This design comes from an exercise in tuning for small area on the open sky130 flow, not from production work.
Function was checked by simulation only, so behaviour that the tests miss may differ from the original.
The clock port is modelled as an ideal driver, which makes a skipped or thinned clock tree look cheaper than it is; a real chip needs a root buffer or a tree.
No activity file was given, so power comes from the tool's default toggle rates.

==> module clockDivider, before the edit <==
module clockDivider(
    input i_clk,
    input i_reset,
    output [1:0] o_counter,
    output [1:0] o_sel,
    output o_thou,
    output o_wrapt,
    output o_start
    );
    reg [2:0] r_s;
    reg       r_p;
    reg [1:0] r_k;
    reg [2:0] r_c;
    wire w_kStep = r_s[2] & ~r_s[1] & ~r_p;
    wire w_cStep = r_s[1] & r_s[0] & r_p & r_k[1] & ~r_k[0];
    wire w_x0 = ~(r_k[0] ^ r_s[0]);
    wire w_x1 = ~(r_k[0] ^ r_s[1]);
    assign o_thou  = ~r_p & w_x1;
    assign o_wrapt = r_p & w_x0;
    assign o_sel   = {r_k[1] ^ (r_p ? w_x0 : r_s[1]), ~(r_k[0] ^ r_p)};
    assign o_counter = r_k;
    assign o_start = w_cStep & r_c[1] & r_c[0];
    always @(posedge i_clk or posedge i_reset) begin
        if (i_reset) begin
            r_s <= 0;
            r_p <= 0;
            r_k <= 0;
            r_c <= 0;
        end
        else begin
            r_s <= {r_s[1:0], ~(r_s[2] | r_s[1])};
            r_p <= ~r_p;
            r_k <= {r_k[1] ^ (w_kStep & r_k[0]), r_k[0] ^ w_kStep};
            if (w_cStep)
                r_c <= {r_c[1:0], ~(r_c[2] | r_c[1])};
        end
    end
endmodule
==> module counterData, before the edit <==
module counterData(
    input i_clk,
    input i_reset,
    input i_thou,
    input i_wrapt,
    input i_start,
    output [3:0] o_slot0, o_slot1, o_slot2, o_slot3
    );
    reg  [3:0] r_slot0, r_slot1, r_slot2, r_slot3;
    reg        r_carry;
    reg        r_ov;
    wire [3:0] w_next;
    wire       w_carry;
    assign o_slot0 = r_slot0;
    assign o_slot1 = r_slot1;
    assign o_slot2 = r_slot2;
    assign o_slot3 = r_slot3;
    wire w_thou = i_thou;
    wire w_cin  = i_start | r_carry;
    bcdDigit inc(.r_d(r_slot0), .i_en(w_cin), .o_next(w_next), .o_carry(w_carry));
    wire w_wrap = i_wrapt & r_ov
                & r_slot0[1] & r_slot0[0]      
                & r_slot1[2] & r_slot1[1]      
                & r_slot2[2]                   
                & r_slot3[3];                  
    always @(posedge i_clk or posedge i_reset) begin
        if (i_reset) begin
            r_slot0 <= 0;
            r_slot1 <= 0;
            r_slot2 <= 0;
            r_slot3 <= 0;
            r_carry <= 0;
            r_ov <= 0;
        end
        else begin
            r_slot0 <= {r_slot1[3], r_slot1[2:1] & {2{~w_wrap}}, r_slot1[0]};
            r_slot1 <= {r_slot2[3], r_slot2[2] & ~w_wrap, r_slot2[1:0]};
            r_slot2 <= {r_slot3[3] & ~w_wrap, r_slot3[2:0]};
            r_slot3 <= {w_next[3:2], w_next[1:0] & {2{~w_wrap}}};
            r_carry <= w_carry & ~w_thou;
            r_ov    <= (r_ov | (w_carry & w_thou)) & ~w_wrap;
        end
    end
endmodule
==> module MUX4, before the edit <==
module MUX4(
    input [3:0] i_slot0, i_slot1, i_slot2, i_slot3,
    input [1:0] i_sel,
    output [3:0] o_data
    );
    wire [1:0] w_sel = i_sel;
    reg [3:0] r_data;
    assign o_data = r_data;
    always @(*) begin
        case (w_sel)
            2'b00: r_data = i_slot0;
            2'b01: r_data = i_slot1;
            2'b10: r_data = i_slot2;
            2'b11: r_data = i_slot3;
        endcase
    end
endmodule
==> module upCounter, before the edit <==
module upCounter(
    input i_clk,
    input i_reset,
    output [3:0] o_fndDigit,
    output [7:0] o_fndData
    );
    wire       w_start, w_thou, w_wrapt;
    wire [1:0] w_counter, w_sel;
    wire [3:0] w_slot0, w_slot1, w_slot2, w_slot3, w_data;
    clockDivider clkDiv(
        .i_clk(i_clk),
        .i_reset(i_reset),
        .o_counter(w_counter),
        .o_sel(w_sel),
        .o_thou(w_thou),
        .o_wrapt(w_wrapt),
        .o_start(w_start)
    );
    decoder2x4 deco2x4(
        .i_counter(w_counter),
        .o_fndDigit(o_fndDigit)
    );
    counterData cntData(
        .i_clk(i_clk),
        .i_reset(i_reset),
        .i_thou(w_thou),
        .i_wrapt(w_wrapt),
        .i_start(w_start),
        .o_slot0(w_slot0),
        .o_slot1(w_slot1),
        .o_slot2(w_slot2),
        .o_slot3(w_slot3)
    );
    MUX4 mux(
        .i_slot0(w_slot0),
        .i_slot1(w_slot1),
        .i_slot2(w_slot2),
        .i_slot3(w_slot3),
        .i_sel(w_sel),
        .o_data(w_data)
    );
    BCDtoFNDdecoder bcdFndDeco(
        .i_data(w_data),
        .o_fndData(o_fndData)
    );
endmodule
Settings: LEC_CHECK=0, CAP_MARGIN=20, CORE_AREA=2.3 2.72 57.04 57.12, DIE_AREA=0 0 59.42 59.42, PLACE_DENSITY=0.9, SLEW_MARGIN=20; clock period 120.0 ns.
standard.sh (not shown) runs the stock make flow with config.mk's settings and CLKGATE_MAP_FILE= SYNTH_SCRIPT=/design/flow/synth_recipe.tcl, a recipe that flattens the netlist after the stock synthesis.
==> flow/flow/run.sh <==
#!/bin/bash
# Own layout flow: the standard synthesis, then the combinational logic between
# the registers re-mapped for area (every register cell and name kept), then
# the standard ORFS layout with 1x port buffers and a one-level clock tree
# (the clock port drives one buffer, which drives every register).
set -euo pipefail
W=$(pwd)
R=$W/orfs/results/$FLOW_PLATFORM/upCounter/base
YOSYS=$(command -v yosys || echo $FLOW_HOME/../tools/install/yosys/bin/yosys)
OPENROAD=$(command -v openroad || echo $FLOW_HOME/../tools/install/OpenROAD/bin/openroad)

bash standard.sh synth > synth.log 2>&1
cp "$R/1_2_yosys.v" "$W/std_synth.v"

FLOW_RESET=i_reset "$YOSYS" -c flow/reopt.tcl > reopt.log 2>&1
cp "$W/reopt_synth.v" "$R/1_2_yosys.v"
rm -f "$R/1_synth.odb" "$R/1_synth.sdc"

export BUFFER_PORTS_ARGS="-buffer_cell sky130_fd_sc_hd__buf_1"
bash standard.sh place > place.log 2>&1

RESULTS="$R" CLOCK_PORT=i_clk CLOCK_BUF=sky130_fd_sc_hd__buf_12 CLOCK_NBUF=1 \
  "$OPENROAD" -no_init -exit flow/cts.tcl > cts.log 2>&1
cp "$R/4_1_cts.odb" "$R/4_cts.odb"

bash standard.sh finish > finish.log 2>&1
Other scripts of this flow, unchanged in this note and not shown: flow/flow/cts.tcl, flow/flow/reopt.tcl
Change:
--- a/flow/design.v
+++ b/flow/design.v
@@ -3,34 +3,29 @@
     input i_clk,
     input i_reset,
     output [1:0] o_counter,
-    output [1:0] o_sel,
-    output o_thou,
-    output o_wrapt,
+    output [1:0] o_phase,
     output o_start
     );
     reg [2:0] r_s;
-    reg       r_p;
+    reg [1:0] r_q;
     reg [1:0] r_k;
     reg [2:0] r_c;
-    wire w_kStep = r_s[2] & ~r_s[1] & ~r_p;
-    wire w_cStep = r_s[1] & r_s[0] & r_p & r_k[1] & ~r_k[0];
-    wire w_x0 = ~(r_k[0] ^ r_s[0]);
-    wire w_x1 = ~(r_k[0] ^ r_s[1]);
-    assign o_thou  = ~r_p & w_x1;
-    assign o_wrapt = r_p & w_x0;
-    assign o_sel   = {r_k[1] ^ (r_p ? w_x0 : r_s[1]), ~(r_k[0] ^ r_p)};
+    wire w_k2    = r_k[1] & ~r_k[0];
+    wire w_kStep = r_s[2] & ~r_s[1] & ~r_q[0];
+    wire w_cStep = r_s[1] & r_s[0] & r_q[0] & w_k2;
     assign o_counter = r_k;
+    assign o_phase = r_q;
     assign o_start = w_cStep & r_c[1] & r_c[0];
     always @(posedge i_clk or posedge i_reset) begin
         if (i_reset) begin
             r_s <= 0;
-            r_p <= 0;
+            r_q <= 0;
             r_k <= 0;
             r_c <= 0;
         end
         else begin
             r_s <= {r_s[1:0], ~(r_s[2] | r_s[1])};
-            r_p <= ~r_p;
+            r_q <= {r_q[1] ^ r_q[0], ~r_q[0]};
             r_k <= {r_k[1] ^ (w_kStep & r_k[0]), r_k[0] ^ w_kStep};
             if (w_cStep)
                 r_c <= {r_c[1:0], ~(r_c[2] | r_c[1])};
@@ -59,8 +54,7 @@
 module counterData(
     input i_clk,
     input i_reset,
-    input i_thou,
-    input i_wrapt,
+    input [1:0] i_phase,
     input i_start,
     output [3:0] o_slot0, o_slot1, o_slot2, o_slot3
     );
@@ -73,10 +67,10 @@
     assign o_slot1 = r_slot1;
     assign o_slot2 = r_slot2;
     assign o_slot3 = r_slot3;
-    wire w_thou = i_thou;
-    wire w_cin  = i_start | r_carry;
+    wire w_ones = ~i_phase[1] & i_phase[0];
+    wire w_cin  = i_start | (r_carry & ~w_ones);
     bcdDigit inc(.r_d(r_slot0), .i_en(w_cin), .o_next(w_next), .o_carry(w_carry));
-    wire w_wrap = i_wrapt & r_ov
+    wire w_wrap = i_phase[1] & i_phase[0] & r_ov
                 & r_slot0[1] & r_slot0[0]      
                 & r_slot1[2] & r_slot1[1]      
                 & r_slot2[2]                   
@@ -95,8 +89,8 @@
             r_slot1 <= {r_slot2[3], r_slot2[2] & ~w_wrap, r_slot2[1:0]};
             r_slot2 <= {r_slot3[3] & ~w_wrap, r_slot3[2:0]};
             r_slot3 <= {w_next[3:2], w_next[1:0] & {2{~w_wrap}}};
-            r_carry <= w_carry & ~w_thou;
-            r_ov    <= (r_ov | (w_carry & w_thou)) & ~w_wrap;
+            r_carry <= w_carry;
+            r_ov    <= (r_ov | (r_carry & w_ones)) & ~w_wrap;
         end
     end
 endmodule
@@ -120,10 +114,11 @@
 `timescale 1ns / 1ps
 module MUX4(
     input [3:0] i_slot0, i_slot1, i_slot2, i_slot3,
-    input [1:0] i_sel,
+    input [1:0] i_counter,
+    input [1:0] i_phase,
     output [3:0] o_data
     );
-    wire [1:0] w_sel = i_sel;
+    wire [1:0] w_sel = i_counter - i_phase + 2'd1;
     reg [3:0] r_data;
     assign o_data = r_data;
     always @(*) begin
@@ -160,16 +155,14 @@
     output [3:0] o_fndDigit,
     output [7:0] o_fndData
     );
-    wire       w_start, w_thou, w_wrapt;
-    wire [1:0] w_counter, w_sel;
+    wire       w_start;
+    wire [1:0] w_counter, w_phase;
     wire [3:0] w_slot0, w_slot1, w_slot2, w_slot3, w_data;
     clockDivider clkDiv(
         .i_clk(i_clk),
         .i_reset(i_reset),
         .o_counter(w_counter),
-        .o_sel(w_sel),
-        .o_thou(w_thou),
-        .o_wrapt(w_wrapt),
+        .o_phase(w_phase),
         .o_start(w_start)
     );
     decoder2x4 deco2x4(
@@ -179,8 +172,7 @@
     counterData cntData(
         .i_clk(i_clk),
         .i_reset(i_reset),
-        .i_thou(w_thou),
-        .i_wrapt(w_wrapt),
+        .i_phase(w_phase),
         .i_start(w_start),
         .o_slot0(w_slot0),
         .o_slot1(w_slot1),
@@ -192,7 +184,8 @@
         .i_slot1(w_slot1),
         .i_slot2(w_slot2),
         .i_slot3(w_slot3),
-        .i_sel(w_sel),
+        .i_counter(w_counter),
+        .i_phase(w_phase),
         .o_data(w_data)
     );
     BCDtoFNDdecoder bcdFndDeco(
=> Wire length shrinks by 6.0%; sequential share of layout area grows by 1.1 points; fmax grows by 1.4%; utilization grows by 0.71 points; global-route usage shrinks by 0.95 points; total power grows by 2.7%; setup slack gains 0.37 ns; via count shrinks by 0.95%; register-to-register slack gains 0.48 ns; clock power barely changes.
In every run of this note, the design's own scripts or RTL, not TritonCTS, make the clock network.

-- static timing again, ports no longer ideal --
No port has a modelled driver above. Below, the same layouts with a new extraction and two added sets of constraints.
Step 1 sets driving cells, clkbuf_16 on the clock port and buf_2 on the other inputs (assumed; they add their load-dependent delay and slew).
Step 2 times the ports against the registers' clock, not the clock port: input delays grow and output delays shrink by t, the midpoint of the rising clock arrivals with the driver on.
a / b / c = ideal / step 1 / step 2; a / b = the first two.
| run | t (ns) | setup slack, ns | clock arrival spread, ns | worst data-port slew with drivers (ns) |
|---|---|---|---|---|
| the first run | 0.162 | 92.728 / 92.698 / 92.860 | 0.002 / 0.002 | 0.03 |
| the second run | 0.166 | 93.099 / 93.067 / 93.232 | 0.003 / 0.003 | 0.03 |
After both steps every run listed still meets setup and hold.
